Background: an optimization exercise with open tools, aiming at small area, a short achievable clock period and few clock cycles per item. Do not read the settings as production practice. At most, simulation tests tie the RTL to the original design; equivalence was not proved. For runs 1 to 5, only the layout was checked, not whether the RTL still works. Power and IR drop assume default switching activity.

===== design/flow/run.sh =====
#!/bin/bash
# synth_recipe.tcl (not shown) runs the flow's synth.tcl, then flattens the netlist and writes it again
# the make line also repeats each setting of config.mk as NAME=value (left out here)
make -C /OpenROAD-flow-scripts/flow DESIGN_CONFIG=/design/flow/config.mk WORK_HOME=/design/flow/orfs CLKGATE_MAP_FILE= SYNTH_SCRIPT=/design/flow/synth_recipe.tcl finish

===== design/flow/constraint.sdc =====
create_clock -name core_clock -period 6.0 [get_ports {clk}]
set_input_delay 1.2000 -clock core_clock [delete_from_list [all_inputs] [get_ports {clk}]]
set_output_delay 1.2000 -clock core_clock [all_outputs]
set_load 0.01 [all_outputs]

===== design/flow/config.mk =====
export PLATFORM = sky130hd
export DESIGN_NAME = riscv_div
export DESIGN_NICKNAME = riscv_div
export VERILOG_FILES = /design/flow/design.v
export SDC_FILE = /design/flow/constraint.sdc
export NUM_CORES = 4
export LEC_CHECK = 0
export CAP_MARGIN = 20
export CORE_MARGIN = 2
export CORE_UTILIZATION = 40
export PLACE_DENSITY = 0.6
export SETUP_SLACK_MARGIN = 1.5
export SLEW_MARGIN = 20

===== design/flow/design.v =====
module riscv_alu_div (
    input  logic        clk,
    input  logic        rst_n,
    input  logic        in_valid,
    input  logic [31:0] op_a,
    input  logic [31:0] op_b,
    input  logic [1:0]  opcode,    
    input  logic        out_ready,
    output logic        out_valid,
    output logic [31:0] result
  );
  logic st_idle, st_algn, st_step, st_fix, st_done;
  logic [31:0] A, B, Q;
  logic [4:0]  cnt;
  logic        neg_res, cin, sel_a, sel_o, n_inv, n_inc, a_inc;
  function automatic logic [5:0] lzc32(input logic [31:0] x);
    logic [15:0] v0; logic [15:0] c0;
    logic [7:0] v1; logic [1:0] c1 [8];
    logic [3:0] v2; logic [2:0] c2 [4];
    logic [1:0] v3; logic [3:0] c3 [2];
    logic v4; logic [4:0] c4;
    for (int i = 0; i < 16; i++) begin
      v0[i] = x[2*i+1] | x[2*i];
      c0[i] = ~x[2*i+1];
    end
    for (int i = 0; i < 8; i++) begin
      v1[i] = v0[2*i+1] | v0[2*i];
      c1[i] = v0[2*i+1] ? {1'b0, c0[2*i+1]} : {1'b1, c0[2*i]};
    end
    for (int i = 0; i < 4; i++) begin
      v2[i] = v1[2*i+1] | v1[2*i];
      c2[i] = v1[2*i+1] ? {1'b0, c1[2*i+1]} : {1'b1, c1[2*i]};
    end
    for (int i = 0; i < 2; i++) begin
      v3[i] = v2[2*i+1] | v2[2*i];
      c3[i] = v2[2*i+1] ? {1'b0, c2[2*i+1]} : {1'b1, c2[2*i]};
    end
    v4 = v3[1] | v3[0];
    c4 = v3[1] ? {1'b0, c3[1]} : {1'b1, c3[0]};
    lzc32 = {~v4, c4 & {5{v4}}};
  endfunction
  logic        in_an, in_bn, in_bz, quick;
  logic [31:0] in_bx;
  logic [5:0]  in_lza, in_lzb;
  logic [31:0] in_as;
  logic [4:0]  algn;
  assign in_an  = opcode[0] & op_a[31];
  assign in_bn  = opcode[0] & op_b[31];
  assign in_bz  = (op_b == 32'd0);
  assign in_bx  = op_b ^ {32{in_bn}};    
  assign in_as  = in_an ? {~op_a[30:0], 1'b1} : op_a;
  assign in_lza = lzc32(in_as);
  assign in_lzb = lzc32({in_bx[31:1], 1'b1});
  assign algn   = in_lzb[4:0] - in_lza[4:0];
  assign quick  = in_bz | (in_lza > in_lzb);
  logic [31:0] n_in, n_out;
  assign n_in  = sel_a ? A : Q;
  logic [31:0] n_x, n_c;
  logic [7:0]  n_g;
  assign n_x = n_in ^ {32{n_inv}};
  always_comb begin : p_inc
    for (int g = 0; g < 8; g++) n_g[g] = &n_x[4*g+3 -: 4];
    for (int k = 0; k < 32; k++) begin
      n_c[k] = n_inc;
      for (int g = 0; g < k/4; g++) n_c[k] = n_c[k] & n_g[g];
      for (int j = (k/4)*4; j < k; j++) n_c[k] = n_c[k] & n_x[j];
    end
  end
  assign n_out = n_x ^ n_c;
  logic [31:0] sum;
  logic        qbit, last;
  wire [31:0] ad_g = A & B;
  wire [31:0] ad_p = A ^ B;
  wire ad_bg0_1 = ad_g[1] | (ad_p[1] & ad_g[0]);
  wire ad_bp0_1 = ad_p[1] & ad_p[0];
  wire ad_bg1_3 = ad_g[3] | (ad_p[3] & ad_g[2]);
  wire ad_bp1_3 = ad_p[3] & ad_p[2];
  wire ad_bg2_5 = ad_g[5] | (ad_p[5] & ad_g[4]);
  wire ad_bp2_5 = ad_p[5] & ad_p[4];
  wire ad_bg3_7 = ad_g[7] | (ad_p[7] & ad_g[6]);
  wire ad_bp3_7 = ad_p[7] & ad_p[6];
  wire ad_bg4_9 = ad_g[9] | (ad_p[9] & ad_g[8]);
  wire ad_bp4_9 = ad_p[9] & ad_p[8];
  wire ad_bg5_11 = ad_g[11] | (ad_p[11] & ad_g[10]);
  wire ad_bp5_11 = ad_p[11] & ad_p[10];
  wire ad_bg6_13 = ad_g[13] | (ad_p[13] & ad_g[12]);
  wire ad_bp6_13 = ad_p[13] & ad_p[12];
  wire ad_bg7_15 = ad_g[15] | (ad_p[15] & ad_g[14]);
  wire ad_bp7_15 = ad_p[15] & ad_p[14];
  wire ad_bg8_17 = ad_g[17] | (ad_p[17] & ad_g[16]);
  wire ad_bp8_17 = ad_p[17] & ad_p[16];
  wire ad_bg9_19 = ad_g[19] | (ad_p[19] & ad_g[18]);
  wire ad_bp9_19 = ad_p[19] & ad_p[18];
  wire ad_bg10_21 = ad_g[21] | (ad_p[21] & ad_g[20]);
  wire ad_bp10_21 = ad_p[21] & ad_p[20];
  wire ad_bg11_23 = ad_g[23] | (ad_p[23] & ad_g[22]);
  wire ad_bp11_23 = ad_p[23] & ad_p[22];
  wire ad_bg12_25 = ad_g[25] | (ad_p[25] & ad_g[24]);
  wire ad_bp12_25 = ad_p[25] & ad_p[24];
  wire ad_bg13_27 = ad_g[27] | (ad_p[27] & ad_g[26]);
  wire ad_bp13_27 = ad_p[27] & ad_p[26];
  wire ad_bg14_29 = ad_g[29] | (ad_p[29] & ad_g[28]);
  wire ad_bp14_29 = ad_p[29] & ad_p[28];
  wire ad_bg15_31 = ad_g[31] | (ad_p[31] & ad_g[30]);
  wire ad_bp15_31 = ad_p[31] & ad_p[30];
  wire adxg0 = ad_bg0_1 | (ad_bp0_1 & cin);
  wire adxp0 = ad_bp0_1 & 1'b0;
  wire adxg1 = ad_bg2_5 | (ad_bp2_5 & ad_bg1_3);
  wire adxp1 = ad_bp2_5 & ad_bp1_3;
  wire adxg2 = ad_bg4_9 | (ad_bp4_9 & ad_bg3_7);
  wire adxp2 = ad_bp4_9 & ad_bp3_7;
  wire adxg3 = ad_bg6_13 | (ad_bp6_13 & ad_bg5_11);
  wire adxp3 = ad_bp6_13 & ad_bp5_11;
  wire adxg4 = ad_bg8_17 | (ad_bp8_17 & ad_bg7_15);
  wire adxp4 = ad_bp8_17 & ad_bp7_15;
  wire adxg5 = ad_bg10_21 | (ad_bp10_21 & ad_bg9_19);
  wire adxp5 = ad_bp10_21 & ad_bp9_19;
  wire adxg6 = ad_bg12_25 | (ad_bp12_25 & ad_bg11_23);
  wire adxp6 = ad_bp12_25 & ad_bp11_23;
  wire adxg7 = ad_bg14_29 | (ad_bp14_29 & ad_bg13_27);
  wire adxp7 = ad_bp14_29 & ad_bp13_27;
  wire adxg8 = adxg1 | (adxp1 & adxg0);
  wire adxp8 = adxp1 & adxp0;
  wire adxg9 = adxg3 | (adxp3 & adxg2);
  wire adxp9 = adxp3 & adxp2;
  wire adxg10 = adxg5 | (adxp5 & adxg4);
  wire adxp10 = adxp5 & adxp4;
  wire adxg11 = adxg7 | (adxp7 & adxg6);
  wire adxp11 = adxp7 & adxp6;
  wire adxg12 = adxg9 | (adxp9 & adxg8);
  wire adxp12 = adxp9 & adxp8;
  wire adxg13 = adxg11 | (adxp11 & adxg10);
  wire adxp13 = adxp11 & adxp10;
  wire adxg14 = adxg13 | (adxp13 & adxg12);
  wire adxp14 = adxp13 & adxp12;
  wire adxg15 = adxg10 | (adxp10 & adxg12);
  wire adxp15 = adxp10 & adxp12;
  wire adxg16 = adxg2 | (adxp2 & adxg8);
  wire adxp16 = adxp2 & adxp8;
  wire adxg17 = adxg4 | (adxp4 & adxg12);
  wire adxp17 = adxp4 & adxp12;
  wire adxg18 = adxg6 | (adxp6 & adxg15);
  wire adxp18 = adxp6 & adxp15;
  wire adxg19 = ad_bg1_3 | (ad_bp1_3 & adxg0);
  wire adxp19 = ad_bp1_3 & adxp0;
  wire adxg20 = ad_bg3_7 | (ad_bp3_7 & adxg8);
  wire adxp20 = ad_bp3_7 & adxp8;
  wire adxg21 = ad_bg5_11 | (ad_bp5_11 & adxg16);
  wire adxp21 = ad_bp5_11 & adxp16;
  wire adxg22 = ad_bg7_15 | (ad_bp7_15 & adxg12);
  wire adxp22 = ad_bp7_15 & adxp12;
  wire adxg23 = ad_bg9_19 | (ad_bp9_19 & adxg17);
  wire adxp23 = ad_bp9_19 & adxp17;
  wire adxg24 = ad_bg11_23 | (ad_bp11_23 & adxg15);
  wire adxp24 = ad_bp11_23 & adxp15;
  wire adxg25 = ad_bg13_27 | (ad_bp13_27 & adxg18);
  wire adxp25 = ad_bp13_27 & adxp18;
  wire adxg26 = ad_bg15_31 | (ad_bp15_31 & adxg14);
  wire adxp26 = ad_bp15_31 & adxp14;
  wire ad_c1 = ad_g[0] | (ad_p[0] & cin);
  wire ad_c3 = ad_g[2] | (ad_p[2] & adxg0);
  wire ad_c5 = ad_g[4] | (ad_p[4] & adxg19);
  wire ad_c7 = ad_g[6] | (ad_p[6] & adxg8);
  wire ad_c9 = ad_g[8] | (ad_p[8] & adxg20);
  wire ad_c11 = ad_g[10] | (ad_p[10] & adxg16);
  wire ad_c13 = ad_g[12] | (ad_p[12] & adxg21);
  wire ad_c15 = ad_g[14] | (ad_p[14] & adxg12);
  wire ad_c17 = ad_g[16] | (ad_p[16] & adxg22);
  wire ad_c19 = ad_g[18] | (ad_p[18] & adxg17);
  wire ad_c21 = ad_g[20] | (ad_p[20] & adxg23);
  wire ad_c23 = ad_g[22] | (ad_p[22] & adxg15);
  wire ad_c25 = ad_g[24] | (ad_p[24] & adxg24);
  wire ad_c27 = ad_g[26] | (ad_p[26] & adxg18);
  wire ad_c29 = ad_g[28] | (ad_p[28] & adxg25);
  wire ad_c31 = ad_g[30] | (ad_p[30] & adxg14);
  assign sum = {ad_p[31] ^ ad_c31, ad_p[30] ^ adxg14, ad_p[29] ^ ad_c29, ad_p[28] ^ adxg25, ad_p[27] ^ ad_c27, ad_p[26] ^ adxg18, ad_p[25] ^ ad_c25, ad_p[24] ^ adxg24, ad_p[23] ^ ad_c23, ad_p[22] ^ adxg15, ad_p[21] ^ ad_c21, ad_p[20] ^ adxg23, ad_p[19] ^ ad_c19, ad_p[18] ^ adxg17, ad_p[17] ^ ad_c17, ad_p[16] ^ adxg22, ad_p[15] ^ ad_c15, ad_p[14] ^ adxg12, ad_p[13] ^ ad_c13, ad_p[12] ^ adxg21, ad_p[11] ^ ad_c11, ad_p[10] ^ adxg16, ad_p[9] ^ ad_c9, ad_p[8] ^ adxg20, ad_p[7] ^ ad_c7, ad_p[6] ^ adxg8, ad_p[5] ^ ad_c5, ad_p[4] ^ adxg19, ad_p[3] ^ ad_c3, ad_p[2] ^ adxg0, ad_p[1] ^ ad_c1, ad_p[0] ^ cin};
  assign qbit = adxg26;
  assign last = (cnt == 5'd0);
  always_ff @(posedge clk or negedge rst_n) begin
    if (!rst_n) begin
      st_idle <= 1'b1;
      st_algn <= 1'b0;
      st_step <= 1'b0;
      st_fix  <= 1'b0;
      st_done <= 1'b0;
    end else begin
      st_idle <= (st_idle & ~in_valid) | (st_done & out_ready);
      st_algn <= st_idle & in_valid & ~quick;
      st_step <= st_algn | (st_step & ~last);
      st_fix  <= st_step & last & neg_res;
      st_done <= (st_idle & in_valid & quick) | (st_step & last & ~neg_res) | st_fix | (st_done & ~out_ready);
    end
  end
  always_ff @(posedge clk) begin
    if (st_idle) begin
      A       <= op_a;
      Q       <= {32{in_bz}};
      cnt     <= algn;
      neg_res <= opcode[0] & (opcode[1] ? in_an : (in_an ^ in_bn) & ~in_bz);
      cin     <= ~in_bn;
      sel_a   <= 1'b1;
      n_inv   <= in_an;
      n_inc   <= in_an;
      sel_o   <= opcode[1];
      a_inc   <= opcode[1];
    end else if (st_algn) begin
      A       <= n_out;
      sel_a   <= a_inc;
      n_inv   <= neg_res;
      n_inc   <= neg_res;
    end else if (st_step) begin
      if (qbit) A <= sum;
      Q   <= {Q[30:0], qbit};
      cnt <= cnt - 5'd1;
    end else if (st_fix) begin
      Q     <= n_out;
      sel_o <= 1'b0;
    end
  end
  always_ff @(posedge clk) begin
    if (st_idle)
      B <= ~in_bx;
    else if (st_algn)
      B <= (B << cnt) | ({32{cin}} & ~({32{1'b1}} << cnt));
    else
      B <= {1'b1, B[31:1]};
  end
  assign result    = sel_o ? A : Q;
  assign out_valid = st_done;
endmodule
module riscv_div (
    input  logic        clk,
    input  logic        rst_n,
    input  logic        in_valid,
    input  logic [31:0] op_a,       
    input  logic [31:0] op_b,       
    input  logic [1:0]  opcode,     
    input  logic        out_ready,
    output logic        out_valid,
    output logic [31:0] result
  );
  riscv_alu_div div_i (
    .clk       ( clk       ),
    .rst_n     ( rst_n     ),
    .in_valid  ( in_valid  ),
    .op_a      ( op_a      ),
    .op_b      ( op_b      ),
    .opcode    ( opcode    ),
    .out_ready ( out_ready ),
    .out_valid ( out_valid ),
    .result    ( result    )
  );
endmodule

==> impl_metrics.ini, run 1 <==
[detailed_routing]
wl_per_cell_um = 22.6
vias_per_cell = 6.21
drcViolationCount = 0
antenna_left = 0
dr.pass1.iters = 6
first_iter_violations = 1275
vias = 11331
wl_mm = 41.2

[die]
rows = 63
start_util = 0.408
die_h_um = 178
die_x_um = 178
die-area_mm2 = 0.0317
io_pins = 103
coreArea_mm2 = 0.0297

[grt]
grt_usage = 0.259
met3_usage = 0.0369
grt_pass1_wl_mm = 63.0
grt_antenna_before_repair = 0
gr-usage-met2 = 0.402
use_met1 = 0.373
grt_max_degree = 72
grt_pass1_vias = 10486
grt.busiest_layer = met2
gr-total-overflow = 0

[placed_design]
portBuffers = 102
dp_slack_ps = 872
dpl-instance-area_mm2 = 0.0134
hpwl_mm = 30.7
place_inst = 1806
gp_congestion = 0.970

[yosys]
synthTopCellsByArea = edfxtp_1 19%, mux2i_1 9.0%, ha_1 7.1%
syn_nets = 1542
synth_top_area_share = 0.186
synth_warnings = 7
synth-async-reset-ratio = 0.0446
yosysSeqAreaShare = 0.249
ys_types = 87
syn_avg_cell_area_um2 = 8.75
synth_seq_cells = 112
synth_ff_type = edfxtp_1
synth_area_leader_cell = edfxtp_1
netlist_area_mm2 = 0.0121
syn_inst = 1386
synth-edff-count = 75

[run_status]
outcome = no timing/DRC/antenna violations

[cts]
clock_path_buffers = 2
clock_latency_ps = 380
cts_buffers = 9
hold_buffers = 0
ctsHtreeMaxLevel = 3
root_buffer = clkbuf_16
clock-sinks = 112
cts_tree = yes
path_clk_slew_ps = 70

[cells_and_area]
fill_cells = 2885
area_delta_synth_final_pct = 13.5
layout.nets = 1586
final-instance-count-excl-fill = 1825
diodes = 0
design_area_mm2 = 0.0138
drive_gt1_frac = 0.106

[timing]
whs_ps = 481
fin_worst_skew_ps = 15.5
hold_viol = 0
rsz0062_at_grt = true
slew_headroom = 0.428
tns_ps = 0
worst_slew_pin_slew_ps = 858
slew_viol_final = 0
fmax_ghz = 0.229
finalCriticalPeriod_ps = 4360
fin_crit_sh = 0.727
fin_ws_ps = 1640
setup_viol = 0

[power_and_ir_drop]
vdd_drop_max_uv = 257
power_density_mw_per_mm2 = 637
cellLeakagePower_uw = 0.00529

[critical_path]
critPathMaxFanout = 6
cp_data_arrival_time_ps = 4460
path_buf_inv = 2
cp_slowest_cell = or4_4
endpoint_kind = flop
cp_cell_sequence = clkdlybuf4s50_1, or4_4, o22ai_4, nand2_2, a211o_1, a211o_1, o32ai_1, ha_2, fa_1, inv_1, a21o_1, a21oi_1, xor2_1, a21oi_1
required_ps = 6090
critical_path.top_delay_family = compound AO/OA/AOI/OAI gates
cp-start-kind = input port
slowest_delay_ps = 570
path_class = input port to flop

[job]
maxCapViolations = 0

[worst_hold_path]
hold_path.class = flop to flop
logic make-up (layout without fill, tap and decap cells):
logic type,Yosys count,count (layout),synth area share
adders and majority gates,86,86,0.0992
and+or+nand+nor,368,368,0.142
xor gates and xnor gates,88,88,0.0635
AOI/OAI and AO/OA,395,395,0.209
muxes,184,184,0.183
buffers and inverters,153,202,0.0543
DFF,112,112,0.249
cell usage after synthesis (5+ instances only):
library cell and count:
o21ai_1 15, dfxtp_1 32, nor3_1 17, a31oi_1 16
a22oi_1 6, o32a_1 5, nand4_1 12, nor4_1 6
xor2_1 20, o22ai_1 19, o221ai_1 7, and2_1 11
mux4_2 25, nor2_1 93, or4_1 6, o31ai_1 5
ha_1 69, nor2b_1 12, a21o_1 8, o21ai_0 83
edfxtp_1 75, o211ai_1 18, o21a_1 12, nand3_1 29
mux2_2 50, a21oi_1 119, inv_1 52, mux2i_1 109
nand2b_1 15, a311oi_1 6, a211oi_1 18, clkbuf_1 45
fa_1 17, buf_4 7, xnor2_1 68, buf_2 28
and3_1 7, buf_1 12, nand2_1 137
flip-flops by register name (all words and copies together) (netlist names):
signal and count:
div_i.cin 1, div_i.sel_o 1, div_i.a_inc 1, div_i.st_done 1, div_i.A 32, div_i.cnt 5, div_i.Q 32, div_i.st_step 1
div_i.sel_a 1, div_i.n_inc 1, div_i.st_fix 1, div_i.B 32, div_i.st_algn 1, div_i.neg_res 1, div_i.st_idle 1
metal layers:
layer | wire [µm] | part of all wire | up-vias
li1 | - | - | 5248
met1 | 18600 | 0.45 | 5517
met2 | 18500 | 0.45 | 494
met3 | 2960 | 0.072 | 72
met4 | 1190 | 0.029 | 0
met5 | 0 | 0 | -
timing repair:
action | 4_1_cts | 5_1_grt
endpoints found under the setup margin | 3 | 5
resized for setup | 5 | 10
buffers inserted | 0 | 3
where the power goes:
group / total, µW / switching [µW] / leakage, µW / internal, µW
combinational: 5840 / 3200 / 0.00408 / 2640
sequential: 2250 / 693 / 0.00106 / 1550
clock: 682 / 315 / 0.000152 / 367
cell type report:
class	count	area (µm²)	area share
well taps	390	488	0.0354
repair buffers	128	1230	0.0891
clock buffers	9	225	0.0164
inverters	58	218	0.0158
clock inverters	7	92.6	0.00672
flip-flops and latches	112	3030	0.220
multi-input cells	1121	8490	0.617
through the flow:
step	util	power [µW]
after global routing	0.463	9470
after CTS	0.461	8710
after floorplan	-	6290
final	0.463	8770
after detailed placement	0.450	7980
after global placement	0.450	7910
worst reg2reg max path: cells and delay by family, from the launching register on:
family | cells | cell delay, ps
buffers and inverters | 1 | 310
and+or+nand+nor | 4 | 1550
xor gates and xnor gates | 2 | 450
DFF | 1 | 330
AOI/OAI and AO/OA | 4 | 730
adders and majority gates | 3 | 520
worst paths after layout:
path | startpoint | to | slack [ps] | cells after the start
max | op_a[26] | div_i.cnt[4]$_DFFE_PP_ | 1640 | 14
min | div_i.a_inc$_DFFE_PP_ | div_i.sel_a$_SDFFE_PP1P_ | 480 | 2
max reg2reg | div_i.sel_a$_SDFFE_PP1P_ | div_i.Q[31]$_DFFE_PP_ | 1830 | 14
min reg2reg | div_i.a_inc$_DFFE_PP_ | div_i.sel_a$_SDFFE_PP1P_ | 480 | 2
max in group asynchronous | rst_n | div_i.st_idle$_DFF_PN1_ | 4640 | 1
min in group asynchronous | rst_n | div_i.st_done$_DFF_PN0_ | 1080 | 1
cells in the final DEF, fill, tap and decap left out, types with 5 or more instances in the layout:
cell             synthesis  layout
fa_1                    17      17
nand2b_1                15      15
nand4_1                 12      12
a211oi_1                18      18
a31oi_1                 16      16
mux4_2                  25      25
inv_2                    4       5
mux2i_1                109     109
or4_1                    6       5
a21o_1                   8       8
nor4_1                   6       6
nor2b_1                 12      12
inv_1                   52      51
o221ai_1                 7       7
and3_1                   7       7
clkdlybuf4s50_1          0      96
nand2_1                137     137
nor2_1                  93      93
ha_1                    69      68
o21ai_0                 83      82
edfxtp_1                75      75
nor3_1                  17      17
xor2_1                  20      20
o31ai_1                  5       5
o32a_1                   5       5
o211ai_1                18      18
nand3_1                 29      29
a22oi_1                  6       6
o21ai_1                 15      15
o21a_1                  12      12
a311oi_1                 6       6
buf_4                    7      25
o22ai_1                 19      18
a21oi_1                119     119
clkbuf_16                0       9
xnor2_1                 68      68
and2_1                  11       9
mux2_2                  50      50
dfxtp_1                 32      31
==> inputs of run 2 (changes only) <==
--- a/design/flow/design.v
+++ b/design/flow/design.v
@@ -12,7 +12,7 @@
   logic st_idle, st_algn, st_step, st_fix, st_done;
   logic [31:0] A, B, Q;
   logic [4:0]  cnt;
-  logic        neg_res, cin, sel_a, sel_o, n_inv, n_inc, a_inc;
+  logic        neg_res, cin, sel_a, n_neg, rem_op;
   function automatic logic [5:0] lzc32(input logic [31:0] x);
     logic [15:0] v0; logic [15:0] c0;
     logic [7:0] v1; logic [1:0] c1 [8];
@@ -51,22 +51,38 @@
   assign in_as  = in_an ? {~op_a[30:0], 1'b1} : op_a;
   assign in_lza = lzc32(in_as);
   assign in_lzb = lzc32({in_bx[31:1], 1'b1});
-  assign algn   = in_lzb[4:0] - in_lza[4:0];
-  assign quick  = in_bz | (in_lza > in_lzb);
-  logic [31:0] n_in, n_out;
-  assign n_in  = sel_a ? A : Q;
-  logic [31:0] n_x, n_c;
+  logic [5:0] cp_g [4], cp_p [4];
+  logic [5:0] cp_c;
+  always_comb begin : p_cmp
+    cp_g[0] = in_lzb & ~in_lza;
+    cp_p[0] = in_lzb ^ ~in_lza;
+    for (int l = 0; l < 3; l++)
+      for (int k = 0; k < 6; k++)
+        if (k >= (1 << l)) begin
+          cp_g[l+1][k] = cp_g[l][k] | (cp_p[l][k] & cp_g[l][k - (1 << l)]);
+          cp_p[l+1][k] = cp_p[l][k] & cp_p[l][k - (1 << l)];
+        end else begin
+          cp_g[l+1][k] = cp_g[l][k];
+          cp_p[l+1][k] = cp_p[l][k];
+        end
+    cp_c[0] = 1'b1;
+    for (int k = 1; k < 6; k++) cp_c[k] = cp_g[3][k-1] | cp_p[3][k-1];
+  end
+  assign algn   = cp_p[0][4:0] ^ cp_c[4:0];
+  assign quick  = in_bz | ~(cp_g[3][5] | cp_p[3][5]);
+  logic [31:0] n_in, n_out, n_c;
   logic [7:0]  n_g;
-  assign n_x = n_in ^ {32{n_inv}};
-  always_comb begin : p_inc
-    for (int g = 0; g < 8; g++) n_g[g] = &n_x[4*g+3 -: 4];
+  assign n_in = sel_a ? A : Q;
+  always_comb begin : p_neg
+    for (int g = 0; g < 8; g++) n_g[g] = |n_in[4*g+3 -: 4];
     for (int k = 0; k < 32; k++) begin
-      n_c[k] = n_inc;
-      for (int g = 0; g < k/4; g++) n_c[k] = n_c[k] & n_g[g];
-      for (int j = (k/4)*4; j < k; j++) n_c[k] = n_c[k] & n_x[j];
-    end
-  end
-  assign n_out = n_x ^ n_c;
+      n_c[k] = 1'b0;
+      for (int g = 0; g < k/4; g++) n_c[k] = n_c[k] | n_g[g];
+      for (int j = (k/4)*4; j < k; j++) n_c[k] = n_c[k] | n_in[j];
+      n_c[k] = n_c[k] & n_neg;
+    end
+  end
+  assign n_out = n_in ^ n_c;
   logic [31:0] sum;
   logic        qbit, last;
   wire [31:0] ad_g = A & B;
@@ -198,23 +214,20 @@
       cnt     <= algn;
       neg_res <= opcode[0] & (opcode[1] ? in_an : (in_an ^ in_bn) & ~in_bz);
       cin     <= ~in_bn;
-      sel_a   <= 1'b1;
-      n_inv   <= in_an;
-      n_inc   <= in_an;
-      sel_o   <= opcode[1];
-      a_inc   <= opcode[1];
+      rem_op  <= opcode[1];
+      sel_a   <= opcode[1] | ~quick;
+      n_neg   <= in_an;
     end else if (st_algn) begin
       A       <= n_out;
-      sel_a   <= a_inc;
-      n_inv   <= neg_res;
-      n_inc   <= neg_res;
+      sel_a   <= rem_op;
+      n_neg   <= neg_res;
     end else if (st_step) begin
       if (qbit) A <= sum;
       Q   <= {Q[30:0], qbit};
       cnt <= cnt - 5'd1;
     end else if (st_fix) begin
-      Q     <= n_out;
-      sel_o <= 1'b0;
+      A     <= n_out;
+      sel_a <= 1'b1;
     end
   end
   always_ff @(posedge clk) begin
@@ -225,7 +238,7 @@
     else
       B <= {1'b1, B[31:1]};
   end
-  assign result    = sel_o ? A : Q;
+  assign result    = n_in;
   assign out_valid = st_done;
 endmodule
 module riscv_div (
==> run 2 against run 1 <==
Net effect: still clean; sequential share of layout area is 0.68 points higher; clock skew is 9.7 ps higher; die area is 8.5% lower; critical path type unchanged; largest cell class unchanged.
==> impl_metrics.ini, run 2 <==
[timing]
slew_headroom = 0.223
finalCriticalPeriod_ps = 4440
fmax_ghz = 0.225
whs_ps = 510
hold_viol = 0
rsz0062_at_grt = true
fin_crit_sh = 0.740
setup_viol = 0
fin_worst_skew_ps = 25.2
slew_viol_final = 0
worst_slew_pin_slew_ps = 1160
tns_ps = 0

[yosys]
synth_most_common_cell = o21ai_0
syn_nets = 1476
synth_ff_type = edfxtp_1
synth-async-reset-ratio = 0.0450
yosysSeqAreaShare = 0.271
synth-edff-count = 75
synth_seq_cells = 111
netlist_area_mm2 = 0.0111
syn_avg_cell_area_um2 = 8.21
synth_area_leader_cell = edfxtp_1
syn_inst = 1349
synth_warnings = 9
synthTopCellsByArea = edfxtp_1 20%, o21ai_0 8.1%, dfxtp_1 5.6%
synth_commonest_cells = 180 x o21ai_0, 149 x nand2_1, 98 x nor2_1, 96 x inv_1, 90 x a21oi_1
synth_top_area_share = 0.203
ys_types = 87

[grt]
grt_pass1_wl_mm = 60.5
grt_max_degree = 82
grt_usage = 0.272
grt_antenna_before_repair = 1
grt_pass1_vias = 10260
gr-total-overflow = 0

[critical_path]
cp_cell_sequence = buf_8, buf_6, buf_12, a211o_1, o32ai_4, and2_4, nand4_1, o41a_1, ha_1, o21a_1, o21a_1, o21ai_2, nand3_1, a22oi_2, nor2_2, o32a_1
critical_path.top_delay_family = compound AO/OA/AOI/OAI gates
path_class = input port to flop
required_ps = 6120
cp_slowest_cell = o41a_1
cp_data_arrival_time_ps = 4560
endpoint_kind = flop
cp-start-kind = input port
critPathMaxFanout = 7
slowest_delay_ps = 460
path_buf_inv = 3
crit_top_cell = o21a_1

[power_and_ir_drop]
vdd_drop_max_uv = 338
p_sw_uw = 3800
power_density_mw_per_mm2 = 579
clkPwrFrac = 0.079
internal_power_uw = 3870
power_frac_seq = 0.268
sw_frac_of_total = 0.496
combPwrFrac = 0.653
cellLeakagePower_uw = 0.00527

[job]
maxCapViolations = 0

[cts]
hold_buffers = 0
ctsHtreeMaxLevel = 3
clock_path_buffers = 2
root_buffer = clkbuf_16
path_clk_slew_ps = 80
cts_buffers = 9
clock_latency_ps = 380
cts_tree = yes
clock-sinks = 111

[die]
start_util = 0.409
rows = 60
die-area_mm2 = 0.0290
die_x_um = 170
die_h_um = 170
io_pins = 103
coreArea_mm2 = 0.0271

[cells_and_area]
fill_cells = 2637
drive_gt1_frac = 0.142
final_common_cell = o21ai_0
diodes = 0
area_delta_synth_final_pct = 19.7
layout.nets = 1563
final_cell_mix = 176 x o21ai_0, 147 x nand2_1, 96 x inv_1
top_regs = div_i.A x32, div_i.B x32, div_i.Q x32

[detailed_routing]
drcViolationCount = 0
vias_per_cell = 6.10
dr.pass1.iters = 6
met2WireLength_mm = 18.2
wl_per_cell_um = 21.9
wl_mm = 39.6
vias = 11057
antenna_left = 0
first_iter_violations = 1237
top_layer = met4
wl_met1_mm = 17.6
met3WireLength_mm = 2.96

[worst_hold_path]
hold_path.class = flop to flop

[placed_design]
hpwl_mm = 29.5
portBuffers = 102
gp_congestion = 0.954

[run_status]
outcome = no timing/DRC/antenna violations
run 2: changes by cell type after synthesis, moves of 12 or more:
cell,previous run,this run
mux2i_1,109,27
buf_2,28,12
a21oi_1,119,90
inv_1,52,96
o21ai_1,15,2
nand2_1,137,149
nor3_1,17,33
o21ai_0,83,180
ha_1,69,41
clkbuf_1,45,59
mux2_2,50,15
run 2: final timing paths:
check	slack (ps)	from	endpoint	depth (start not counted)
worst min register to register	510	div_i.neg_res$_DFFE_PP_	div_i.st_done$_DFF_PN0_	1
worst max register to register	2060	div_i.A[11]$_DFFE_PP_	div_i.A[27]$_DFFE_PP_	11
min in group asynchronous	1060	rst_n	div_i.st_algn$_DFF_PN0_	1
worst min-delay path	510	div_i.neg_res$_DFFE_PP_	div_i.st_done$_DFF_PN0_	1
max in group asynchronous	4680	rst_n	div_i.st_idle$_DFF_PN1_	1
worst max-delay path	1560	opcode[0]	div_i.sel_a$_DFFE_PP_	16
run 2: power groups by stage:
stage	clock network, µW	registers, µW	logic, µW
final	607	2050	5010
after global routing	637	2100	5550
after CTS	613	2050	4960
after detailed placement	0	2060	4910
after global placement	0	2060	4850
after floorplan	0	1740	3670
run 2: kinds of logic (layout without fill, tap and decap cells):
| group | Yosys count | count (layout) | synth area share |
|---|---|---|---|
| multiplexers | 75 | 75 | 0.102 |
| AND/OR/NAND/NOR | 387 | 388 | 0.163 |
| buffers and inverters | 189 | 279 | 0.0689 |
| XOR/XNOR | 78 | 78 | 0.0617 |
| AO/OA/AOI/OAI | 452 | 452 | 0.258 |
| flip-flops | 111 | 111 | 0.271 |
| adder cells (fa/ha/maj) | 57 | 57 | 0.0752 |
run 2: layout make-up:
class	instances	area, µm²	area share
Sequential cell	111	3000	0.227
Multi-Input combinational cell	1050	7610	0.574
Timing Repair Buffer	162	1510	0.114
Tap cell	372	465	0.0351
Clock buffer	9	225	0.0170
Inverter	102	384	0.0290
Clock inverter	6	52.6	0.00396
run 2: metrics by stage:
step | cells | utilization | setup WS, ps | instance area [µm²] | total power (µW)
4_1_cts | 1801 | 0.483 | 1440 | 13100 | 7620
5_1_grt | 1812 | 0.489 | 1410 | 13300 | 8280
6_report | 1812 | 0.489 | 1560 | 13300 | 7670
3_5_place_dp | 1761 | 0.460 | 466 | 12500 | 6970
3_3_place_gp | 1761 | 0.460 | 541 | 12500 | 6910
2_1_floorplan | 1349 | - | 1410 | 11200 | 5410
run 2: timing repair:
action / CTS / global route
pin swaps: 17 / 27
gates resized for setup: 60 / 83
endpoints found under the setup margin: 6 / 4
setup buffers: 22 / 11
cloned: 3 / 0
run 2: routing by layer:
metal	vias to the layer above	global-route usage
li1	5132	-
met1	5414	0.384
met2	461	0.433
met3	50	0.0393
met4	0	0.0810
met5	-	0
==> inputs of run 3 (changes only) <==
==> design/flow/flow/run.sh (new file) <==
#!/bin/bash
# Standard layout, with the port buffers made from the smallest buffer cell
# instead of the one buffer_ports picks by default.
set -e
export BUFFER_PORTS_ARGS="-buffer_cell sky130_fd_sc_hd__buf_1"
bash standard.sh > standard.log 2>&1
==> design/flow/standard.sh (new file) <==
#!/bin/bash
# synth_recipe.tcl (not shown) runs the flow's synth.tcl, then flattens the netlist and writes it again
# the make line also repeats each setting of config.mk as NAME=value (left out here)
make -C /OpenROAD-flow-scripts/flow DESIGN_CONFIG=/design/flow/config.mk WORK_HOME=/design/flow/orfs CLKGATE_MAP_FILE= SYNTH_SCRIPT=/design/flow/synth_recipe.tcl "${@:-finish}"
removed: design/flow/run.sh
==> run 3 against run 2 <==
Net effect: sequential power about the same; setup slack got worse by 46 ps; via count decreased by 1.7%; non-clock buffer count decreased by 17; first-iteration DRC count decreased by 1.7%; global-route usage decreased by 1.2 points; sequential share of layout area increased by 1.2 points; critical path type unchanged; largest power group unchanged.
==> impl_metrics.ini, run 3 <==
[grt]
grt_antenna_before_repair = 0
grt_max_degree = 80
grt_pass1_wl_mm = 58.3
grt_usage = 0.260
gr-total-overflow = 0
grt_pass1_vias = 10134

[detailed_routing]
vias_per_cell = 6.05
antenna_left = 0
wl_per_cell_um = 21.2
wl_mm = 38.1
dr.pass1.iters = 5
vias = 10873
first_iter_violations = 1216
drcViolationCount = 0

[yosys]
synth-edff-count = 75
synth_top_area_share = 0.203
synth_compound_area_frac = 0.258
muxShareOfSynthArea = 0.102
synth_area_leader_cell = edfxtp_1
syn_avg_cell_area_um2 = 8.21
synthTopCellsByArea = edfxtp_1 20%, o21ai_0 8.1%, dfxtp_1 5.6%
synth_most_common_cell = o21ai_0
synth_ff_type = edfxtp_1
ys_types = 87
synth-async-reset-ratio = 0.0450
synth_xor_area_frac = 0.0617
netlist_area_mm2 = 0.0111
synth-simple-area-share = 0.163
syn_inst = 1349
yosysSeqAreaShare = 0.271
synth_top_family_by_area = compound AO/OA/AOI/OAI gates
synth_commonest_cells = 180 x o21ai_0, 149 x nand2_1, 98 x nor2_1, 96 x inv_1, 90 x a21oi_1
synth_adder_area_share = 0.0752
synth_seq_cells = 111
syn_nets = 1476
synth_warnings = 9

[power_and_ir_drop]
cellLeakagePower_uw = 0.00476
vdd_drop_max_uv = 332
power_density_mw_per_mm2 = 600
report.power.total_uw = 7540

[timing]
setup_viol = 0
slew_viol_final = 0
rsz0062_at_grt = true
slew_headroom = 0.356
hold_viol = 0
fmax_ghz = 0.223
finalCriticalPeriod_ps = 4480
tns_ps = 0
fin_crit_sh = 0.747
worst_slew_pin_slew_ps = 963
fin_worst_skew_ps = 11.8

[cts]
hold_buffers = 0
path_clk_slew_ps = 70
clock-sinks = 111
clock_path_buffers = 2
root_buffer = clkbuf_16
cts_buffers = 9
cts_tree = yes
ctsHtreeMaxLevel = 3
clock_latency_ps = 380

[die]
rows = 60
coreArea_mm2 = 0.0271
die_x_um = 170
die-area_mm2 = 0.0290
io_pins = 103
die_h_um = 170
start_util = 0.409

[critical_path]
cp_data_arrival_time_ps = 4600
cp-start-kind = input port
path_class = input port to flop
required_ps = 6120
critPathMaxFanout = 6
endpoint_kind = flop

[worst_hold_path]
hold_path.class = flop to flop

[cells_and_area]
final_common_cell = o21ai_0
area_delta_synth_final_pct = 13.5
top_regs = div_i.A x32, div_i.B x32, div_i.Q x32
layout.nets = 1546
final_cell_mix = 176 x o21ai_0, 147 x nand2_1, 97 x nor2_1
drive_gt1_frac = 0.119

[placed_design]
hpwl_mm = 28.1
gp_congestion = 0.940
portBuffers = 102

[job]
maxCapViolations = 0

[run_status]
outcome = no timing/DRC/antenna violations
run 3: cell types whose count changed in the layout (fill, tap and decap cells not counted), sizes merged:
cell and delta:
dlymetal6s2s -20, dlygate4sd2 -12, clkinvlp -2, clkbuf -5
clkdlybuf4s50 -51, clkdlybuf4s15 -3, diode +1, buf +75
bufinv +2
run 3: final timing paths:
kind	start	to	slack [ps]	cells after the start
worst max-delay path	op_a[11]	div_i.sel_a$_DFFE_PP_	1520	14
worst min-delay path	div_i.neg_res$_DFFE_PP_	div_i.st_done$_DFF_PN0_	520	1
worst max register to register	div_i.B[13]$_DFF_P_	div_i.A[27]$_DFFE_PP_	2160	11
worst min register to register	div_i.neg_res$_DFFE_PP_	div_i.st_done$_DFF_PN0_	520	1
max in group asynchronous	rst_n	div_i.st_idle$_DFF_PN1_	5060	1
min in group asynchronous	rst_n	div_i.st_fix$_DFF_PN0_	670	1
run 3: per-layer routing:
metal	GRT usage	part of all wire	routed length [µm]	vias up
met1	0.360	0.44	16600	5299
met3	0.0428	0.071	2700	59
met5	0	0	0	-
met2	0.420	0.47	17900	418
li1	-	-	-	5097
met4	0.0743	0.024	931	0
run 3: cell type report:
| class | instances | area (µm²) |
|---|---|---|
| fill | 2691 | 14500 |
| multi-input combinational | 1050 | 7540 |
| sequential | 111 | 3000 |
| timing repair buffer | 145 | 845 |
| tap | 372 | 465 |
| inverter | 102 | 395 |
| clock buffer | 10 | 229 |
| clock inverter | 6 | 91.3 |
| antenna | 1 | 2.50 |
run 3: repair_timing:
action	in CTS	in global routing
pin swaps	14	15
setup buffers	9	14
resized for setup	17	39
setup endpoints to repair	5	3
gates cloned	2	3
run 3: kinds of logic (layout without fill, tap and decap cells):
group	count (synthesis)	after routing
xor gates and xnor gates	78	78
AOI/OAI and AO/OA	452	452
adders and majority gates	57	57
muxes	75	75
other	0	1
and+or+nand+nor	387	388
buffers and inverters	189	263
DFF	111	111
run 3: report_power, final:
part	leakage, µW	total (µW)	switching (µW)	internal [µW]
combinational	0.00355	4820	2860	1960
sequential	0.00106	2040	581	1460
clock	0.000157	680	310	370
total	0.00476	7540	3750	3790
run 3: worst max-delay path, cell delays in order:
cell,delay (ps)
buf_1,230
or4_1,640
o22ai_4,200
nand4b_1,140
nor2b_2,180
a222oi_1,470
ha_1,350
o21a_1,130
o21a_1,200
o21ai_2,180
nand3_1,110
a22oi_2,190
nor2_1,70
o32a_1,290
run 3: per-stage QoR:
step           setup slack [ps]  utilization  hold slack (ps)  cell area, µm²  cells
6_report                   1520        0.464              515           12600   1797
2_1_floorplan              1410            -              468           11200   1349
3_3_place_gp                615        0.434              489           11800   1752
3_5_place_dp                524        0.434              494           11800   1752
5_1_grt                    1370        0.464              579           12600   1796
4_1_cts                    1500        0.453              517           12300   1779
==> inputs of run 4 (changes only) <==
--- a/design/flow/design.v
+++ b/design/flow/design.v
@@ -71,16 +71,14 @@
   assign algn   = cp_p[0][4:0] ^ cp_c[4:0];
   assign quick  = in_bz | ~(cp_g[3][5] | cp_p[3][5]);
   logic [31:0] n_in, n_out, n_c;
-  logic [7:0]  n_g;
+  logic [31:0] n_p [6];
   assign n_in = sel_a ? A : Q;
   always_comb begin : p_neg
-    for (int g = 0; g < 8; g++) n_g[g] = |n_in[4*g+3 -: 4];
-    for (int k = 0; k < 32; k++) begin
-      n_c[k] = 1'b0;
-      for (int g = 0; g < k/4; g++) n_c[k] = n_c[k] | n_g[g];
-      for (int j = (k/4)*4; j < k; j++) n_c[k] = n_c[k] | n_in[j];
-      n_c[k] = n_c[k] & n_neg;
-    end
+    n_p[0] = {n_in[30:0], 1'b0};
+    for (int l = 0; l < 5; l++)
+      for (int k = 0; k < 32; k++)
+        n_p[l+1][k] = ((k >> l) & 1) ? (n_p[l][k] | n_p[l][((k >> l) << l) - 1]) : n_p[l][k];
+    n_c = n_p[5] & {32{n_neg}};
   end
   assign n_out = n_in ^ n_c;
   logic [31:0] sum;
==> run 4 against run 3 <==
Net effect: largest power group unchanged; critical path depth grew 3; fmax fell by 1.7%; design area down 4.1%; global-route usage fell by 0.73 points; area after synthesis fell by 2.4%; register-to-register slack worse by 400 ps.
==> impl_metrics.ini, run 4 <==
[critical_path]
cp_cell_sequence = buf_6, and2_4, or3_1, o32ai_4, nand2_2, nor3b_4, inv_1, o41a_1, ha_1, o21a_1, o21a_1, o21ai_2, nand2b_1, xnor2_2, xnor2_1, nor2_1, a31oi_1
cp-start-kind = input port
cp_slowest_cell = o41a_1
critical_path.top_delay_family = compound AO/OA/AOI/OAI gates
path_class = input port to flop
required_ps = 6080
critPathMaxFanout = 6
endpoint_kind = flop
path_buf_inv = 2
slowest_delay_ps = 440
cp_data_arrival_time_ps = 4640
crit_top_cell = o21a_1

[detailed_routing]
dr.pass1.iters = 8
first_iter_violations = 1056
wl_per_cell_um = 20.7
vias_per_cell = 6.06
vias = 10652
antenna_left = 0
wl_mm = 36.4
drcViolationCount = 0

[grt]
grt_pass1_wl_mm = 56.6
gr-total-overflow = 0
grt_max_degree = 74
grt_pass1_vias = 10024
grt_usage = 0.253
grt_antenna_before_repair = 0

[cts]
root_buffer = clkbuf_16
clock_path_buffers = 2
hold_buffers = 0
cts_tree = yes
clock_latency_ps = 370
path_clk_slew_ps = 80
ctsHtreeMaxLevel = 3
clock-sinks = 111
cts_buffers = 9

[die]
rows = 60
die-area_mm2 = 0.0284
io_pins = 103
start_util = 0.405
die_h_um = 168
die_x_um = 168
coreArea_mm2 = 0.0267

[yosys]
syn_inst = 1355
synth-async-reset-ratio = 0.0450
synth_commonest_cells = 187 x o21ai_0, 164 x nand2_1, 98 x inv_1, 95 x a21oi_1, 80 x nor2_1
synth_area_leader_cell = edfxtp_1
synthTopCellsByArea = edfxtp_1 21%, o21ai_0 8.7%, dfxtp_1 5.7%
netlist_area_mm2 = 0.0108
yosysSeqAreaShare = 0.277
ys_types = 79
synth_seq_cells = 111
synth_ff_type = edfxtp_1
synth_most_common_cell = o21ai_0
syn_avg_cell_area_um2 = 7.98
synth_warnings = 10
synth-edff-count = 75
syn_nets = 1482
synth_top_area_share = 0.208

[timing]
tns_ps = 0
whs_ps = 531
fin_ws_ps = 1440
slew_viol_final = 0
fin_crit_sh = 0.760
fmax_ghz = 0.219
setup_viol = 0
slew_headroom = 0.335
finalCriticalPeriod_ps = 4560
rsz0062_at_grt = true
hold_viol = 0
worst_slew_pin_slew_ps = 996
fin_worst_skew_ps = 11.3

[cells_and_area]
layout.nets = 1537
drive_gt1_frac = 0.0876
final_cell_mix = 185 x o21ai_0, 162 x nand2_1, 98 x buf_1
area_delta_synth_final_pct = 11.5
top_regs = div_i.A x32, div_i.B x32, div_i.Q x32
final_common_cell = o21ai_0
design_area_mm2 = 0.0121

[power_and_ir_drop]
power_density_mw_per_mm2 = 604
vdd_drop_max_uv = 297
cellLeakagePower_uw = 0.00458

[job]
maxCapViolations = 0

[placed_design]
hpwl_mm = 26.8
dpl-instance-area_mm2 = 0.0114
portBuffers = 102
dp_slack_ps = 617
gp_congestion = 0.915

[worst_hold_path]
hold_path.class = flop to flop

[run_status]
outcome = no timing/DRC/antenna violations
## run 4: cell count changes in the layout (fill, tap and decap cells not counted), sizes merged, moves of 7 or more
cell / delta
or3: +7
nand2: +15
nor3: -14
nand2b: -7
mux4: -7
nor2: -18
a211o: -9
## run 4: layer usage
| metal | track usage | share of wire | wire length (µm) | vias to the layer above |
|---|---|---|---|---|
| met5 | 0 | 0 | 0 | - |
| met4 | 0.0885 | 0.033 | 1190 | 0 |
| met3 | 0.0428 | 0.067 | 2450 | 66 |
| met2 | 0.401 | 0.45 | 16400 | 450 |
| met1 | 0.349 | 0.45 | 16400 | 5071 |
| li1 | - | - | - | 5065 |
## run 4: stage by stage
| stage | util | instances | total power [µW] |
|---|---|---|---|
| floorplan | - | 1355 | 5220 |
| global placement | 0.428 | 1723 | 6400 |
| detailed placement | 0.428 | 1723 | 6470 |
| CTS | 0.443 | 1744 | 7170 |
| global route | 0.451 | 1756 | 7920 |
| finish | 0.451 | 1757 | 7280 |
## run 4: timing repair
item,CTS,global route
pin swaps,9,21
setup buffers,5,10
resized for setup,15,24
setup endpoints to repair,5,4
gates cloned,0,0
## run 4: cells by family (layout without fill, tap and decap cells)
kind of cell | Yosys count | after routing | synth area share
AOI/OAI and AO/OA | 459 | 459 | 0.261
xor gates and xnor gates | 77 | 77 | 0.0624
buffers and inverters | 199 | 259 | 0.0709
adders and majority gates | 57 | 57 | 0.0771
and+or+nand+nor | 379 | 379 | 0.161
muxes | 73 | 73 | 0.0902
DFF | 111 | 111 | 0.277
other | 0 | 1 | 0
## run 4: worst reg2reg max path, delay by kind of cell, from the launching register on
family	cells	cell delay [ps]
AOI/OAI and AO/OA	7	2600
DFF	1	810
buffers and inverters	1	400
and+or+nand+nor	1	100
## run 4: worst paths after layout
kind / from / to / slack (ps) / cells after the start
setup / recovery: op_a[31] / div_i.cnt[4]$_DFFE_PP_ / 1440 / 17
hold / removal: div_i.st_done$_DFF_PN0_ / div_i.st_idle$_DFF_PN1_ / 530 / 2
setup reg to reg: div_i.cin$_DFFE_PP_ / div_i.A[14]$_DFFE_PP_ / 1760 / 9
hold reg to reg: div_i.st_done$_DFF_PN0_ / div_i.st_idle$_DFF_PN1_ / 530 / 2
max in group asynchronous: rst_n / div_i.st_idle$_DFF_PN1_ / 5050 / 1
min in group asynchronous: rst_n / div_i.st_done$_DFF_PN0_ / 680 / 1
## run 4: final cells by class
type	count	area (µm²)
repair buffers	140	738
fillers	2705	14700
clock inverters	6	73.8
diodes	1	2.50
multi-input cells	1045	7200
well taps	341	427
clock buffers	10	229
inverters	103	387
flip-flops and latches	111	3000
## run 4: power by group
group / internal, µW / total, µW / switching, µW
sequential: 1460 / 2030 / 565
clock: 334 / 661 / 327
combinational: 1870 / 4600 / 2730
==> inputs of run 5 (changes only) <==
==> design/flow/run.sh (new file) <==
#!/bin/bash
# synth_recipe.tcl (not shown) runs the flow's synth.tcl, then flattens the netlist and writes it again
# the make line also repeats each setting of config.mk as NAME=value (left out here)
make -C /OpenROAD-flow-scripts/flow DESIGN_CONFIG=/design/flow/config.mk WORK_HOME=/design/flow/orfs CLKGATE_MAP_FILE= SYNTH_SCRIPT=/design/flow/synth_recipe.tcl finish
removed: design/flow/flow/run.sh
removed: design/flow/standard.sh
==> run 5 against run 4 <==
Net effect: still clean; routed wire length grew 1.7%; via count barely moved; critical path depth grew 1; register-to-register slack better by 110 ps; area after synthesis unchanged; largest power group unchanged.
==> impl_metrics.ini, run 5 <==
[die]
die-area_mm2 = 0.0284
die_x_um = 168
coreArea_mm2 = 0.0267
die_h_um = 168
start_util = 0.405
io_pins = 103
rows = 60

[placed_design]
dp_slack_ps = 430
hpwl_mm = 27.0
gp_congestion = 0.913
portBuffers = 102

[timing]
fmax_ghz = 0.224
fin_ws_ps = 1540
rsz0062_at_grt = true
fin_crit_sh = 0.743
finalCriticalPeriod_ps = 4460
worst_slew_pin_slew_ps = 1020
slew_viol_final = 0
setup_viol = 0
slew_headroom = 0.316
tns_ps = 0
fin_worst_skew_ps = 11.4
hold_viol = 0
whs_ps = 550

[power_and_ir_drop]
report.power.total_uw = 7410
vdd_drop_max_uv = 351
p_sw_uw = 3630
internal_power_uw = 3780
clkPwrFrac = 0.085
power_frac_seq = 0.268
sw_frac_of_total = 0.490
power_density_mw_per_mm2 = 578
combPwrFrac = 0.646
cellLeakagePower_uw = 0.00506

[yosys]
synth_ff_type = edfxtp_1
syn_nets = 1482
netlist_area_mm2 = 0.0108
synth-simple-area-share = 0.161
synth_seq_cells = 111
syn_inst = 1355
yosysSeqAreaShare = 0.277
synthTopCellsByArea = edfxtp_1 21%, o21ai_0 8.7%, dfxtp_1 5.7%
synth_top_family_by_area = compound AO/OA/AOI/OAI gates
synth_warnings = 10
synth_xor_area_frac = 0.0624
synth_adder_area_share = 0.0771
syn_avg_cell_area_um2 = 7.98
muxShareOfSynthArea = 0.0902
synth_top_area_share = 0.208
synth-edff-count = 75
synth_area_leader_cell = edfxtp_1
ys_types = 79
synth_commonest_cells = 187 x o21ai_0, 164 x nand2_1, 98 x inv_1, 95 x a21oi_1, 80 x nor2_1
synth_compound_area_frac = 0.261
synth-async-reset-ratio = 0.0450
synth_most_common_cell = o21ai_0

[detailed_routing]
vias_per_cell = 6.02
wl_mm = 37.0
first_iter_violations = 1097
dr.pass1.iters = 5
vias = 10647
antenna_left = 0
drcViolationCount = 0
wl_per_cell_um = 20.9

[worst_hold_path]
min_from = div_i.st_done$_DFF_PN0_
hold_path.class = flop to flop
min_to = div_i.st_idle$_DFF_PN1_
hold_depth = 2

[run_status]
outcome = no timing/DRC/antenna violations

[cts]
path_clk_slew_ps = 80
clock_path_buffers = 2
clock_latency_ps = 370
cts_tree = yes
cts_buffers = 9
clock-sinks = 111
ctsHtreeMaxLevel = 3
root_buffer = clkbuf_16

[grt]
grt_pass1_wl_mm = 57.2
gr-total-overflow = 0
grt_usage = 0.257
grt_pass1_vias = 9776
grt_antenna_before_repair = 3
grt_max_degree = 103

[cells_and_area]
top_regs = div_i.A x32, div_i.B x32, div_i.Q x32
layout.nets = 1549
fill_cells = 2641
area_delta_synth_final_pct = 18.6
final_cell_mix = 184 x o21ai_0, 162 x nand2_1, 96 x inv_1
final_common_cell = o21ai_0
drive_gt1_frac = 0.109

[critical_path]
r2r_end = div_i.A[28]$_DFFE_PP_
cp_data_arrival_time_ps = 4530
required_ps = 6080
r2r_start = div_i.cin$_DFFE_PP_
cp-start-kind = input port
r2r_cells = 12
endpoint_kind = flop
ff2ff_setup_slack_ps = 1870
critPathMaxFanout = 3
path_class = input port to flop

[job]
maxCapViolations = 0
## run 5: changes by cell type in the layout (fill, tap and decap cells not counted), moves of 12 or more
cell | before | now
buf_4 | 33 | 45
dlymetal6s2s_1 | 0 | 12
buf_1 | 98 | 0
dlygate4sd2_1 | 0 | 23
clkdlybuf4s50_1 | 0 | 56
## run 5: worst max path at each step
stage	start	endpoint	slack (ps)	cells after the start
6_report	opcode[0]	div_i.cnt[4]$_DFFE_PP_	1540	18
3_5_place_dp	opcode[0]	div_i.cnt[4]$_DFFE_PP_	430	19
5_1_grt	opcode[0]	div_i.cnt[4]$_DFFE_PP_	1370	18
3_3_place_gp	op_a[31]	div_i.cnt[4]$_DFFE_PP_	520	19
2_1_floorplan	op_b[31]	div_i.cnt[4]$_DFFE_PP_	1510	17
4_1_cts	op_a[7]	div_i.cnt[4]$_DFFE_PP_	1500	16
## run 5: cells by family after synthesis
logic type / after synthesis
muxes: 73
AOI/OAI and AO/OA: 459
buffers and inverters: 199
adders and majority gates: 57
and+or+nand+nor: 379
DFF: 111
xor gates and xnor gates: 77
## run 5: critical path, stage by stage
cell,delay (ps)
buf_6,100
and2_4,160
or3_4,330
o32a_1,330
o211ai_1,230
a21oi_2,100
a211oi_2,200
nor2_1,90
o41a_1,450
ha_4,230
o21a_1,200
o21a_1,210
o21ai_2,160
nand2b_1,100
xnor2_1,140
xnor2_1,130
nor2_1,110
a31oi_1,60
## run 5: power groups by stage
stage | Clock, µW | Sequential (µW) | Combinational, µW
2_1_floorplan | 0 | 1730 | 3490
3_3_place_gp | 0 | 2000 | 4620
3_5_place_dp | 0 | 1990 | 4670
4_1_cts | 647 | 1980 | 4730
5_1_grt | 673 | 2040 | 5350
6_report | 633 | 1990 | 4790
## run 5: metal layers
| layer | track usage | vias to the layer above | part of all wire |
|---|---|---|---|
| met5 | 0 | - | 0.00035 |
| met4 | 0.0802 | 2 | 0.027 |
| met3 | 0.0442 | 61 | 0.061 |
| met2 | 0.400 | 380 | 0.45 |
| met1 | 0.363 | 5120 | 0.46 |
| li1 | - | 5084 | - |
## run 5: metrics by stage
step | util | instances | instance area, µm²
after floorplan | - | 1355 | 10800
after global placement | 0.453 | 1726 | 12100
after detailed placement | 0.453 | 1726 | 12100
after CTS | 0.477 | 1764 | 12700
after global routing | 0.480 | 1770 | 12800
final | 0.480 | 1770 | 12800
## run 5: layout make-up
class,instances,area (µm²),area share
flip-flops and latches,111,3000,0.234
repair buffers,152,1400,0.109
clock inverters,6,55.1,0.00429
diodes,2,5.00,0.000390
well taps,341,427,0.0333
multi-input cells,1045,7310,0.570
clock buffers,10,239,0.0186
inverters,103,389,0.0303
## run 5: what timing repair did
item,4_1_cts,5_1_grt
gates resized for setup,92,35
hold buffers,0,0
pin swaps,23,24
endpoints found under the setup margin,6,6
setup buffers,22,4
==> inputs of run 6 (changes only) <==
--- a/design/flow/design.v
+++ b/design/flow/design.v
@@ -11,7 +11,8 @@
   );
   logic st_idle, st_algn, st_step, st_fix, st_done;
   logic [31:0] A, B, Q;
-  logic [4:0]  cnt;
+  logic [4:0]  cnt, lzb_r;
+  logic [5:0]  lza_r;
   logic        neg_res, cin, sel_a, n_neg, rem_op;
   function automatic logic [5:0] lzc32(input logic [31:0] x);
     logic [15:0] v0; logic [15:0] c0;
@@ -51,25 +52,17 @@
   assign in_as  = in_an ? {~op_a[30:0], 1'b1} : op_a;
   assign in_lza = lzc32(in_as);
   assign in_lzb = lzc32({in_bx[31:1], 1'b1});
-  logic [5:0] cp_g [4], cp_p [4];
-  logic [5:0] cp_c;
-  always_comb begin : p_cmp
-    cp_g[0] = in_lzb & ~in_lza;
-    cp_p[0] = in_lzb ^ ~in_lza;
-    for (int l = 0; l < 3; l++)
-      for (int k = 0; k < 6; k++)
-        if (k >= (1 << l)) begin
-          cp_g[l+1][k] = cp_g[l][k] | (cp_p[l][k] & cp_g[l][k - (1 << l)]);
-          cp_p[l+1][k] = cp_p[l][k] & cp_p[l][k - (1 << l)];
-        end else begin
-          cp_g[l+1][k] = cp_g[l][k];
-          cp_p[l+1][k] = cp_p[l][k];
-        end
-    cp_c[0] = 1'b1;
-    for (int k = 1; k < 6; k++) cp_c[k] = cp_g[3][k-1] | cp_p[3][k-1];
-  end
-  assign algn   = cp_p[0][4:0] ^ cp_c[4:0];
-  assign quick  = in_bz | ~(cp_g[3][5] | cp_p[3][5]);
+  logic [31:0] m_r [6];
+  logic [31:0] m_b;
+  always_comb begin : p_msk
+    for (int k = 0; k < 32; k++) m_r[0][k] = (k == 31) ? 1'b1 : in_bx[31 - k];
+    for (int l = 0; l < 5; l++)
+      for (int k = 0; k < 32; k++)
+        m_r[l+1][k] = ((k >> l) & 1) ? (m_r[l][k] | m_r[l][((k >> l) << l) - 1]) : m_r[l][k];
+    for (int k = 0; k < 32; k++) m_b[k] = m_r[5][31 - k];
+  end
+  assign quick  = in_bz | ((in_as & ~{1'b0, m_b[31:1]}) == 32'd0);
+  assign algn   = lzb_r - lza_r[4:0];
   logic [31:0] n_in, n_out, n_c;
   logic [31:0] n_p [6];
   assign n_in = sel_a ? A : Q;
@@ -209,7 +202,8 @@
     if (st_idle) begin
       A       <= op_a;
       Q       <= {32{in_bz}};
-      cnt     <= algn;
+      lza_r   <= in_lza;
+      lzb_r   <= in_lzb[4:0];
       neg_res <= opcode[0] & (opcode[1] ? in_an : (in_an ^ in_bn) & ~in_bz);
       cin     <= ~in_bn;
       rem_op  <= opcode[1];
@@ -217,6 +211,7 @@
       n_neg   <= in_an;
     end else if (st_algn) begin
       A       <= n_out;
+      cnt     <= algn;
       sel_a   <= rem_op;
       n_neg   <= neg_res;
     end else if (st_step) begin
@@ -232,7 +227,7 @@
     if (st_idle)
       B <= ~in_bx;
     else if (st_algn)
-      B <= (B << cnt) | ({32{cin}} & ~({32{1'b1}} << cnt));
+      B <= (B << algn) | ({32{cin}} & ~({32{1'b1}} << algn));
     else
       B <= {1'b1, B[31:1]};
   end
==> design/flow/flow/run.sh (new file) <==
#!/bin/bash
# Standard layout, with the port buffers made from the smallest buffer cell
# instead of the one buffer_ports picks by default.
set -e
export BUFFER_PORTS_ARGS="-buffer_cell sky130_fd_sc_hd__buf_1"
bash standard.sh > standard.log 2>&1
==> design/flow/standard.sh (new file) <==
#!/bin/bash
# synth_recipe.tcl (not shown) runs the flow's synth.tcl, then flattens the netlist and writes it again
# the make line also repeats each setting of config.mk as NAME=value (left out here)
make -C /OpenROAD-flow-scripts/flow DESIGN_CONFIG=/design/flow/config.mk WORK_HOME=/design/flow/orfs CLKGATE_MAP_FILE= SYNTH_SCRIPT=/design/flow/synth_recipe.tcl "${@:-finish}"
removed: design/flow/run.sh
==> run 6 against run 5 <==
Net effect: fmax up 10%; clock power up 75%; core utilization down 2.7 points; synthesized cell count up 8.3%; critical endpoint is now div_i.A[28]$_DFFE_PP_; largest power group unchanged.
==> impl_metrics.ini, run 6 <==
[run_status]
outcome = no timing/DRC/antenna violations

[timing]
fmax_ghz = 0.248
worst_slew_pin_slew_ps = 908
hold_viol = 0
tns_ps = 0
rsz0062_at_grt = false
slew_headroom = 0.395
setup_viol = 0
fin_worst_skew_ps = 21.1
finalCriticalPeriod_ps = 4040
fin_crit_sh = 0.673
slew_viol_final = 0

[critical_path]
cp-start-kind = flop
cp_slowest_cell = edfxtp_1
cp_data_arrival_time_ps = 4230
critPathMaxFanout = 4
worstSetupEndpoint = div_i.A[28]$_DFFE_PP_
crit_start = div_i.A[7]$_DFFE_PP_
path_buf_inv = 0
r2r_end = div_i.A[28]$_DFFE_PP_
crit_top_cell = a21oi_1
required_ps = 6190
endpoint_kind = flop
path_class = flop to flop
ff2ff_setup_slack_ps = 1960
critical_path.top_delay_family = compound AO/OA/AOI/OAI gates
r2r_cells = 13
slowest_delay_ps = 440
cp.depth = 13
r2r_start = div_i.A[7]$_DFFE_PP_
cp_cell_sequence = ha_1, a21oi_1, o21ai_0, a2111o_1, a41o_1, a211o_1, a211o_1, a21oi_1, o21bai_1, fa_1, nor2_1, a21oi_1, mux2_2

[yosys]
ys_types = 82
synth_warnings = 9
synth_seq_cells = 121
synthTopCellsByArea = edfxtp_1 22%, o21ai_0 6.6%, nand2_1 5.4%
syn_nets = 1592
synth-edff-count = 85
synth_area_leader_cell = edfxtp_1
synth-async-reset-ratio = 0.0413
syn_inst = 1467
synth_top_area_share = 0.217
netlist_area_mm2 = 0.0118
synth_ff_type = edfxtp_1
syn_avg_cell_area_um2 = 8.02
synth_most_common_cell = nand2_1
yosysSeqAreaShare = 0.280
synth_commonest_cells = 168 x nand2_1, 155 x o21ai_0, 131 x nor2_1, 95 x inv_1, 93 x a21oi_1

[cells_and_area]
seqCellArea_mm2 = 0.00330
diodes = 0
fill_cells = 2919
layout.nets = 1633
drive_gt1_frac = 0.0723
design_area_mm2 = 0.0131
area_delta_synth_final_pct = 11.0
final_cell_mix = 168 x nand2_1, 155 x o21ai_0, 131 x nor2_1
top_regs = div_i.A x32, div_i.B x32, div_i.Q x32
final_common_cell = nand2_1
final_util = 0.453
multi_input_area_mm2 = 0.00771

[cts]
clock-sinks = 121
clock_latency_ps = 450
cts_buffers = 17
cts-resized-gates = 0
ctsHtreeMaxLevel = 4
hold_buffers = 0
path_clk_slew_ps = 70
cts_setup_buffers = 0
clock_path_buffers = 2
cts_tree = yes
root_buffer = clkbuf_16

[detailed_routing]
drcViolationCount = 0
wl_mm = 42.8
vias_per_cell = 6.19
dr.pass1.iters = 6
first_iter_violations = 1606
wl_per_cell_um = 22.5
antenna_left = 0
vias = 11792

[power_and_ir_drop]
cellLeakagePower_uw = 0.00505
vdd_drop_max_uv = 257
report.power.total_uw = 7790
power_density_mw_per_mm2 = 597

[placed_design]
dpl-instance-area_mm2 = 0.0124
portBuffers = 102
hpwl_mm = 32.3
gp_congestion = 1.00

[die]
die_h_um = 176
die-area_mm2 = 0.0308
coreArea_mm2 = 0.0289
die_x_um = 176
start_util = 0.408
rows = 62
io_pins = 103

[grt]
grt_usage = 0.278
grt_pass1_vias = 11062
grt_max_degree = 82
grt_pass1_wl_mm = 65.8
grt_antenna_before_repair = 0
gr-total-overflow = 0

[worst_hold_path]
hold_path.class = flop to flop

[job]
maxCapViolations = 0
## run 6: changes by cell type after synthesis, moves of 6 or more
| cell | previous run | this run |
|---|---|---|
| mux4_2 | 18 | 11 |
| a311oi_1 | 3 | 12 |
| nor3_1 | 20 | 29 |
| nor4_1 | 11 | 5 |
| o21ai_0 | 187 | 155 |
| edfxtp_1 | 75 | 85 |
| xor2_1 | 18 | 28 |
| a211o_1 | 0 | 12 |
| nor2b_1 | 2 | 16 |
| nor2_1 | 80 | 131 |
| o21ai_1 | 0 | 9 |
## run 6: kinds of logic after synthesis
| kind of cell | Yosys count | synth area share |
|---|---|---|
| buffers and inverters | 201 | 0.0667 |
| adder cells (fa/ha/maj) | 55 | 0.0693 |
| flip-flops | 121 | 0.280 |
| AND/OR/NAND/NOR | 442 | 0.172 |
| XOR/XNOR | 90 | 0.0670 |
| multiplexers | 75 | 0.0781 |
| AO/OA/AOI/OAI | 483 | 0.267 |
## run 6: final cells by class
type,instances,area share
Clock buffer,17,0.0326
Clock inverter,15,0.0145
Timing Repair Buffer,126,0.0446
Inverter,97,0.0279
Tap cell,384,0.0368
Multi-Input combinational cell,1145,0.591
Sequential cell,121,0.253
## run 6: report_power, final
part | total (µW) | leakage [µW] | switching, µW | internal [µW]
sequential | 2080 | 0.00115 | 523 | 1560
combinational | 4610 | 0.00361 | 2740 | 1870
clock | 1110 | 0.000291 | 445 | 662
## run 6: how the worst min path moves through the flow
| stage | start | endpoint | slack, ps | cells after the start |
|---|---|---|---|---|
| after detailed placement | div_i.st_done$_DFF_PN0_ | div_i.st_idle$_DFF_PN1_ | 540 | 2 |
| after global routing | div_i.st_done$_DFF_PN0_ | div_i.st_idle$_DFF_PN1_ | 600 | 2 |
| after global placement | div_i.st_done$_DFF_PN0_ | div_i.st_idle$_DFF_PN1_ | 530 | 2 |
| after floorplan | div_i.neg_res$_DFFE_PP_ | div_i.st_fix$_DFF_PN0_ | 500 | 1 |
| final | div_i.st_done$_DFF_PN0_ | div_i.st_idle$_DFF_PN1_ | 550 | 2 |
| after CTS | div_i.st_done$_DFF_PN0_ | div_i.st_idle$_DFF_PN1_ | 570 | 2 |
## run 6: tightest hold or removal path, cell delays in order, from the launching register on
cell,delay [ps]
dfrtp_1,360
nand2_1,50
o21ai_0,90
## run 6: per-layer routing
layer	vias up	global-route usage	wire length, µm
li1	5461	-	-
met1	5621	0.388	18600
met2	617	0.430	19100
met3	93	0.0532	3830
met4	0	0.0933	1210
met5	-	0	0
## run 6: through the flow
step           std cells  setup WS, ps  hold WS, ps
2_1_floorplan       1467          2260          505
4_1_cts             1905          1970          571
6_report            1905          1960          553
5_1_grt             1905          1680          603
3_3_place_gp        1872          1820          533
3_5_place_dp        1873          1770          541
Testbench counts of run 6, summed over its fixed seeds: cycles 27,127, items 3,200.

## static timing again, ports no longer ideal
How much do the figures lean on ideal ports? The routed layouts below were timed once more, with nothing changed but the port constraints. Step 1: set_driving_cell puts a clkbuf_16 on clk and a buf_2 on each other input, an assumption about the parent block. Step 2, shift: input delay + t, output delay - t, t = (earliest + latest rising clock arrival at the registers) / 2. This alone moves slack from input paths to output paths. Slacks: ideal / step 1 / step 2; pairs: ideal / step 1.
| run | shift t [ns] | setup WS [ns] | hold WS [ns] | latest minus earliest clock arrival (ns) |
|---|---|---|---|---|
| run 1 | 0.418 | 1.638 / 1.665 / 1.247 | 0.481 / 0.481 / 0.481 | 0.016 / 0.015 |
| run 2 | 0.412 | 1.561 / 1.571 / 1.158 | 0.510 / 0.510 / 0.510 | 0.025 / 0.025 |
| run 3 | 0.417 | 1.515 / 1.534 / 1.117 | 0.515 / 0.515 / 0.515 | 0.014 / 0.014 |
| run 4 | 0.411 | 1.437 / 1.439 / 1.028 | 0.531 / 0.531 / 0.531 | 0.013 / 0.013 |
| run 5 | 0.412 | 1.544 / 1.562 / 1.149 | 0.550 / 0.550 / 0.550 | 0.012 / 0.013 |
| run 6 | 0.486 | 1.962 / 1.962 / 1.623 | 0.553 / 0.553 / 0.553 | 0.021 / 0.021 |
After both steps setup and hold are still met in every run listed. The setup slack of run 4, which loses most, moves by +0.002 ns with the drivers and by -0.409 ns with both steps.
